From an optimization exercise on the open Yosys and OpenROAD flow, aimed at small area; shortcuts taken in it are not production practice.
The RTL was checked by simulation tests, not by an equivalence proof against the original design.
Power is estimated from default activity; no workload was simulated.

==> design.v <==
`timescale 1ps / 1ps
module spi_denetleyici (
   input clk_i,
   input rst_i,
   input  [ 7:0] wb_adr_i,
   input  [31:0] wb_dat_i,
   input         wb_we_i,
   input         wb_stb_i,
   input  [ 3:0] wb_sel_i,
   input         wb_cyc_i,
   output        wb_ack_o,
   output [31:0] wb_dat_o,
   input  [3:0] qspi_data_i,
   output [3:0] qspi_data_o,
   output [3:0] qspi_data_oe,
   output spi_cs_o,
   output spi_sck_o
);
   localparam [4:0]
   IDLE  = 5'b00001,
   WRITE = 5'b00010,
   READ  = 5'b00100,
   DUMMY = 5'b01000,
   INST  = 5'b10000;
   localparam [1:0]
   sr = 2'b01,
   dr = 2'b10,
   qr = 2'b11;
   reg [319:0] control_register_r;
   reg [3:0] word_ctr;
   reg [4:0] state;
   reg [31:0] t_buffer;
   reg [31:0] r_buffer;
   wire new_inst = wb_stb_i;  
   reg [10:0] bit_ctr;
   wire [31:0] QSPI_CCR = control_register_r[0 +: 32];
   wire [31:0] QSPI_ADR = control_register_r[32 +: 32];
   wire [7:0] instruction_value = QSPI_CCR[7:0];
   wire [1:0] data_mod = QSPI_CCR[9:8];
   wire write_flash = QSPI_CCR[10];
   wire [4:0] dummy_cycles = QSPI_CCR[15:11];
   wire [8:0] data_size = QSPI_CCR[24:16];
   wire [5:0] prescale = QSPI_CCR[30:25];
   wire [2:0] data_rate = (data_mod==2'b11) ? 3'd4 : (data_mod==2'b10) ? 3'd2 : 3'd1;
   reg ack;
   assign wb_ack_o = ack || wb_stb_i && (wb_adr_i!=0);
   reg inst_flag;
   reg clock_en;
   reg [5:0] prescale_ctr;
   always @(posedge clk_i) begin
      if(rst_i) begin
         prescale_ctr <= 0;
         clock_en <= 0;
      end
      else begin
         if(prescale_ctr < prescale) begin
            clock_en <= 0;
            prescale_ctr <= prescale_ctr + 1;
         end
         else begin
            clock_en <= 1;
            prescale_ctr <= 0;
         end
      end
   end
   wire busy = state != IDLE;
   wire [4:0] t_idx = {1'b0, word_ctr} + 5'd2;
   wire [5:0] rd_idx = wb_adr_i[7:2];
   reg [31:0] rd_data;
   reg [31:0] t_next;
   integer k;
   always @(*) begin
      rd_data = 32'b0;
      t_next = 32'b0;
      for(k=0; k<10; k=k+1) begin
         if(rd_idx == k) rd_data = control_register_r[32*k +: 32];
         if(t_idx == k) t_next = control_register_r[32*k +: 32];
      end
   end
   assign wb_dat_o = rd_data;
   wire [4:0] r_idx = {1'b0, word_ctr} + 5'd1;
   reg [31:0] r_next;
   always @(*) begin
      case(data_mod)
      dr: r_next = {r_buffer[29:0], qspi_data_i[1:0]};
      qr: r_next = {r_buffer[27:0], qspi_data_i[3:0]};
      default: r_next = {r_buffer[30:0], qspi_data_i[0]};
      endcase
   end
   wire [31:0] bit_left = {21'b0, bit_ctr} - {29'b0, data_rate};
   reg [1:0] out_mod;
   assign qspi_data_o  = out_mod==2'b11 ? t_buffer[31:28] :
                         out_mod==2'b10 ? {t_buffer[31:30],2'b00} :
                         out_mod==2'b01 ? {3'b000, t_buffer[31]} : 4'b0000;
   assign qspi_data_oe = out_mod==2'b11 ? 4'b1111 :
                         out_mod==2'b10 ? 4'b1100 :
                         out_mod==2'b01 ? 4'b0001 : 4'b0000;
   integer i;
   always @(posedge clk_i) begin
      if(rst_i) begin
         control_register_r <= 320'b0;
         inst_flag <= 0;
         state <= IDLE;
         word_ctr <= 0;
         bit_ctr <= 0;
         t_buffer <= 0;
         r_buffer <= 0;
         ack <= 0;
         out_mod <= 2'b01;
      end
      else begin
         if(wb_we_i && ~busy) begin
            for(i=0; i<10; i=i+1)
               if(rd_idx == i) control_register_r[32*i +: 32] <= wb_dat_i;
            if(wb_adr_i==0 && !wb_ack_o) begin
               inst_flag <= 1;
            end
         end
         if (clock_en) begin
            case(state)
            IDLE: begin
               ack <= 0;
               if(new_inst && inst_flag) begin
                  state <= INST;
                  bit_ctr <= (QSPI_ADR==32'b0) ? 11'd8 : 11'd32;
                  t_buffer <= (QSPI_ADR==32'b0) ? {instruction_value, 24'b0} : {instruction_value, QSPI_ADR[23:0]};
               end
            end
            INST: begin
               if(bit_ctr != 0) begin
                  t_buffer <= t_buffer << 1;
                  bit_ctr <= bit_ctr - 1;
                  inst_flag <= 0;
                  if(bit_ctr==1) begin
                     out_mod <= (!write_flash) ? 2'b00 : data_mod;
                     if(dummy_cycles!=0) begin
                        state <= DUMMY;
                        bit_ctr <= {6'b0, dummy_cycles};
                     end
                     else begin
                        state <= (write_flash) ? WRITE : READ;
                        bit_ctr <= ({2'b0, data_size}+11'd1)<<3;
                        word_ctr <= 1;
                        t_buffer <= control_register_r[64 +: 32];
                     end
                  end
               end
            end
            DUMMY: begin
               if(bit_ctr != 0) begin
                  bit_ctr <= bit_ctr - 1;
               end
               else begin
                  state <= (write_flash) ? WRITE : READ;
                  bit_ctr <= ({2'b0, data_size}+11'd1)<<3;
                  word_ctr <= 1;
                  t_buffer <= control_register_r[64 +: 32];
               end
            end
            WRITE: begin
               if(bit_ctr != 0) begin
                  bit_ctr <= bit_ctr - data_rate;
                  t_buffer <= t_buffer << data_rate;
                  if(bit_left[4:0]==5'b0) begin
                     word_ctr <= word_ctr + 1;
                     t_buffer <= t_next;
                  end
               end
               else begin
                  ack <= 1;
                  state <= IDLE;
                  bit_ctr <= 0;
                  out_mod <= 2'b01;
               end
            end
            READ: begin
               if(bit_ctr != 0) begin
                  r_buffer <= r_next;
                  bit_ctr <= bit_ctr - data_rate;
                  if(bit_left[4:0]==5'b0) begin
                     word_ctr <= word_ctr + 1;
                     for(i=0; i<10; i=i+1)
                        if(r_idx == i) control_register_r[32*i +: 32] <= r_next;
                  end
               end
               else begin
                  ack <= 1;
                  state <= IDLE;
                  bit_ctr <= 0;
                  out_mod <= 2'b01;
               end
            end
            default: ;
            endcase
         end
      end
   end
   assign spi_cs_o = (state==IDLE);
   assign spi_sck_o = busy && ((prescale==0) || clock_en);
endmodule
==> run.sh <==
#!/bin/bash
# synth_recipe.tcl (not shown) runs the flow's synth.tcl, then flattens the netlist and writes it again
# the make line also repeats each setting of config.mk as NAME=value (left out here)
make -C /OpenROAD-flow-scripts/flow DESIGN_CONFIG=/design/flow/config.mk WORK_HOME=/design/flow/orfs CLKGATE_MAP_FILE= SYNTH_SCRIPT=/design/flow/synth_recipe.tcl finish
==> config.mk <==
export PLATFORM = sky130hd
export DESIGN_NAME = spi_denetleyici
export DESIGN_NICKNAME = spi_denetleyici
export VERILOG_FILES = /design/flow/design.v
export SDC_FILE = /design/flow/constraint.sdc
export NUM_CORES = 4
export LEC_CHECK = 0
export CAP_MARGIN = 20
export CORE_MARGIN = 2
export CORE_UTILIZATION = 40
export SLEW_MARGIN = 20
==> constraint.sdc <==
create_clock -name core_clock -period 8.0 [get_ports {clk_i}]
set_input_delay 1.6000 -clock core_clock [delete_from_list [all_inputs] [get_ports {clk_i}]]
set_output_delay 1.6000 -clock core_clock [all_outputs]
set_load 0.01 [all_outputs]
==> flow_metrics.tcl <==
set metrics [dict create \
    drt-met1-wl_mm 49.6 \
    r2r_cells 11 \
    synth_cell_types 85 \
    num_vias 28700 \
    swShare 0.263 \
    grt_pass1_wl_mm 187 \
    wl_met2_mm 52.7 \
    p_per_area_nw_per_um2 166 \
    worstReg2RegStart "control_register_r[9]" \
    status "complete, no violations" \
    grt_antenna_before_repair 7 \
    drc 0 \
    period_needed_ps 6910 \
    firstDrtPassIters 9 \
    p_sw_mw 1.28 \
    cts_tree "built" \
    holdPathEnd "r_buffer[30]" \
    clk_latency_ps 630 \
    postRouteAntennaNets 0 \
    worstPathRequired_ps 6400 \
    p_leak_nw 9.63 \
    cp_data_arrival_time_ps 5310 \
    syn2layout_area_growth_pct 12.0 \
    synth-simple-area-share 0.163 \
    core_sq_um 64600 \
    hold_viol_final 0 \
    synthCells 3308 \
    worstReg2RegEnd "control_register_r[89]" \
    gp_congestion 1.01 \
    slew_headroom 0.142 \
    critPathLaunchType "primary input" \
    routedWlPerCell_um 31.9 \
    rsz0062_at_grt "no" \
    syn_avg_cell_area_sq_um 7.92 \
    synthMuxAreaShare 0.155 \
    synthArstFlopShare 0 \
    synth_flop_cell "dfxtp_1" \
    pwr-share-clk 0.501 \
    dieArea_sq_um 67600 \
    clock_path_buffers 3 \
    grt_usage 0.373 \
    synth_top_family_by_area "compound AO/OA/AOI/OAI gates" \
    comb_power_share 0.068 \
    reg2reg_slack_ps 3080 \
    power_frac_seq 0.432 \
    synth-xor-area-share 0.00568 \
    slew_violations 0 \
    htreeDepth 2 \
    overflow 0 \
    synth_fa_ha_area_frac 0.00888 \
    top_layer "met5" \
    setup_viol 0 \
    clk_pin_slew_worst_paths_ps 60 \
    cts_buffers 51 \
    tns_ps 0 \
    placed_area_sq_um 27500 \
    drt-initial-drc-count 4533 \
    endpoint_kind "output pin" \
    drt_wl_total_mm 130 \
    placed_cells_incl_taps 3966 \
    cts_hold_buf 0 \
    grt_pass1_vias 27000 \
    initial_core_util 0.406 \
    io_buffers 90 \
    ys_ff_latch 414 \
    pre_cts_ws_ps 1300 \
    timing.final.crit_share 0.864 \
    cts.sinks 414 \
    n_fill_cell 6319 \
    synth_fp_nets 3379 \
    vias_per_cell 7.06 \
    die_x_um 260 \
    postLayoutCellArea_sq_um 29300 \
    synth_area_sq_um 26200 \
    ir_worst_vdd_mv 0.163 \
    max_freq_ghz 0.145 \
    met3_wirelength_mm 17.8 \
    place_hpwl_mm 80.4 \
    nets 3239 \
    ioPinCount 96 \
    ctsResizeCount 0 \
    fp.dieH_um 260 \
    max_cap_viol_count 0 \
    drive_above_1_share 0.0823 \
    cp_max_fo 21 \
    worstHoldStart "r_buffer[30]" \
    internal_power_mw 3.59 \
    hold_path_class "flop to flop" \
    root_buffer "clkbuf_16" \
    post_cts_buffers 0 \
    seq_area_frac_synth 0.316 \
    worstHoldPathCells 2 \
    total_power_mw 4.88 \
    finClkSkew_ps 24.0 \
    max_slew.worst_pin.slew_ps 1280 \
    ys_warn_count 1 \
    synth-compound-area-share 0.288 \
    row_count 93 \
    criticalPathCategory "primary input to output pin" \
    finalNonFillerCells 4068 \
    fin_ws_ps 1090 \
    synth_edf_count 0 \
    grt_max_degree 101 \
]
## area by class of cell
| type | count | area, sq um | share of cell area |
|---|---|---|---|
| clock inverter | 18 | 198 | 0.00674 |
| sequential | 414 | 8300 | 0.283 |
| inverter | 27 | 101 | 0.00346 |
| antenna | 4 | 10.0 | 0.000341 |
| multi-input combinational | 2486 | 16500 | 0.561 |
| tap | 855 | 1070 | 0.0365 |
| timing repair buffer | 188 | 1670 | 0.0568 |
| clock buffer | 76 | 1520 | 0.0519 |
## worst max-delay path, cell delays in order
cell and delay, ps:
clkdlybuf4s50_1 540, nor4b_2 380, buf_4 470, nand3_1 830
o22ai_1 440, a21oi_1 70, a221o_1 390, clkdlybuf4s50_1 550
## Yosys cell counts (11+ instances only)
library cell / count / share of area
dfxtp_1: 414 / 0.32
o21ai_0: 180 / 0.034
and2_1: 11 / 0.0026
o22ai_1: 46 / 0.011
a21oi_1: 161 / 0.031
buf_1: 42 / 0.0060
nand2_1: 244 / 0.035
nand3_1: 62 / 0.012
clkbuf_1: 262 / 0.038
nand2b_1: 19 / 0.0045
mux4_2: 11 / 0.0095
or3_1: 20 / 0.0048
a211oi_1: 311 / 0.089
inv_1: 23 / 0.0033
a221oi_1: 73 / 0.024
mux2i_1: 377 / 0.14
ha_1: 17 / 0.0081
a2bb2oi_1: 13 / 0.0043
nor3_1: 29 / 0.0055
and3_1: 16 / 0.0038
a221o_1: 24 / 0.0092
nor4_1: 16 / 0.0038
a311oi_1: 36 / 0.012
a31oi_1: 18 / 0.0043
buf_2: 73 / 0.014
o2111ai_1: 19 / 0.0064
or4_1: 22 / 0.0063
o211ai_1: 42 / 0.012
nor2_1: 497 / 0.071
a22oi_1: 65 / 0.019
## per-stage QoR
stage / hold WS (ps) / utilization
2_1_floorplan: 425 / -
5_1_grt: 492 / 0.454
6_report: 464 / 0.454
3_3_place_gp: 442 / 0.426
4_1_cts: 463 / 0.453
3_5_place_dp: 455 / 0.426
## metal layers
layer  up-vias  GRT usage
li1      12100          -
met1     13800      0.482
met2      2297      0.532
met3       573      0.117
met4         8      0.245
met5         -          0
## cells by family after synthesis
group | count (synthesis)
compound gates | 1079
simple gates | 980
flops | 414
buf+inv | 408
mux | 392
fa+ha+maj | 18
xor+xnor | 17
## flip-flops by register name, indices dropped and copies added (netlist names)
signal and cells:
out_mod 2, bit_ctr 11, control_register_r 320, t_buffer 32, r_buffer 31, inst_flag 1, ack 1, clock_en 1
prescale_ctr 6, word_ctr 4, state 5
## power groups by stage
stage               registers, mW  logic, mW  clock network [mW]
floorplan                    2.14      0.197                   0
global placement             2.15      0.310                   0
detailed placement           2.15      0.315                   0
CTS                          2.10      0.316                2.44
global route                 2.11      0.343                2.51
finish                       2.11      0.331                2.44
## worst max-delay path by stage
stage	from	end	slack, ps	cells past startpoint
global placement	wb_adr_i[5]	wb_dat_o[26]	1330	11
detailed placement	wb_adr_i[5]	wb_dat_o[31]	1300	11
CTS	wb_adr_i[5]	wb_dat_o[31]	1280	11
global route	wb_adr_i[5]	wb_dat_o[31]	1050	11
finish	wb_adr_i[5]	wb_dat_o[6]	1090	8
floorplan	wb_adr_i[2]	wb_dat_o[1]	2880	7
## cells in the final DEF, fill, tap and decap left out, types with 19 or more instances in the layout
cell,count
mux2i_1,377
a221oi_1,73
dfxtp_1,412
nor3_1,26
buf_4,93
or4_1,22
a21oi_1,157
o22ai_1,46
a22oi_1,65
a311oi_1,36
o21ai_0,180
inv_1,23
nand2b_1,19
clkdlybuf4s50_1,87
nand2_1,234
nand3_1,60
or3_1,20
nor2_1,493
clkbuf_16,53
a221o_1,24
a211oi_1,311
o211ai_1,42

re-timing with driven ports:
How much do the figures lean on ideal ports? The routed layout below was timed once more, with nothing changed but the port constraints.
Step 1: set_driving_cell puts a clkbuf_16 on clk_i and a buf_2 on each other input, an assumption about the parent block.
Step 2 moves the port delays by t, midway between the first and last clock arrival at a register: inputs arrive t later, outputs are due t later. That takes back most of the time a late clock gives input paths.
Slacks: ideal ports / drivers / drivers and shift; pairs: ideal ports / drivers.
shift t [ns]: 0.686
setup WS [ns]: 1.091 / 1.056 / 1.056
hold WS [ns]: 0.464 / 0.464 / 0.464
After both steps setup and hold are still met in this run. The setup slack of this run moves by -0.035 ns with the drivers and by -0.035 ns with both steps.
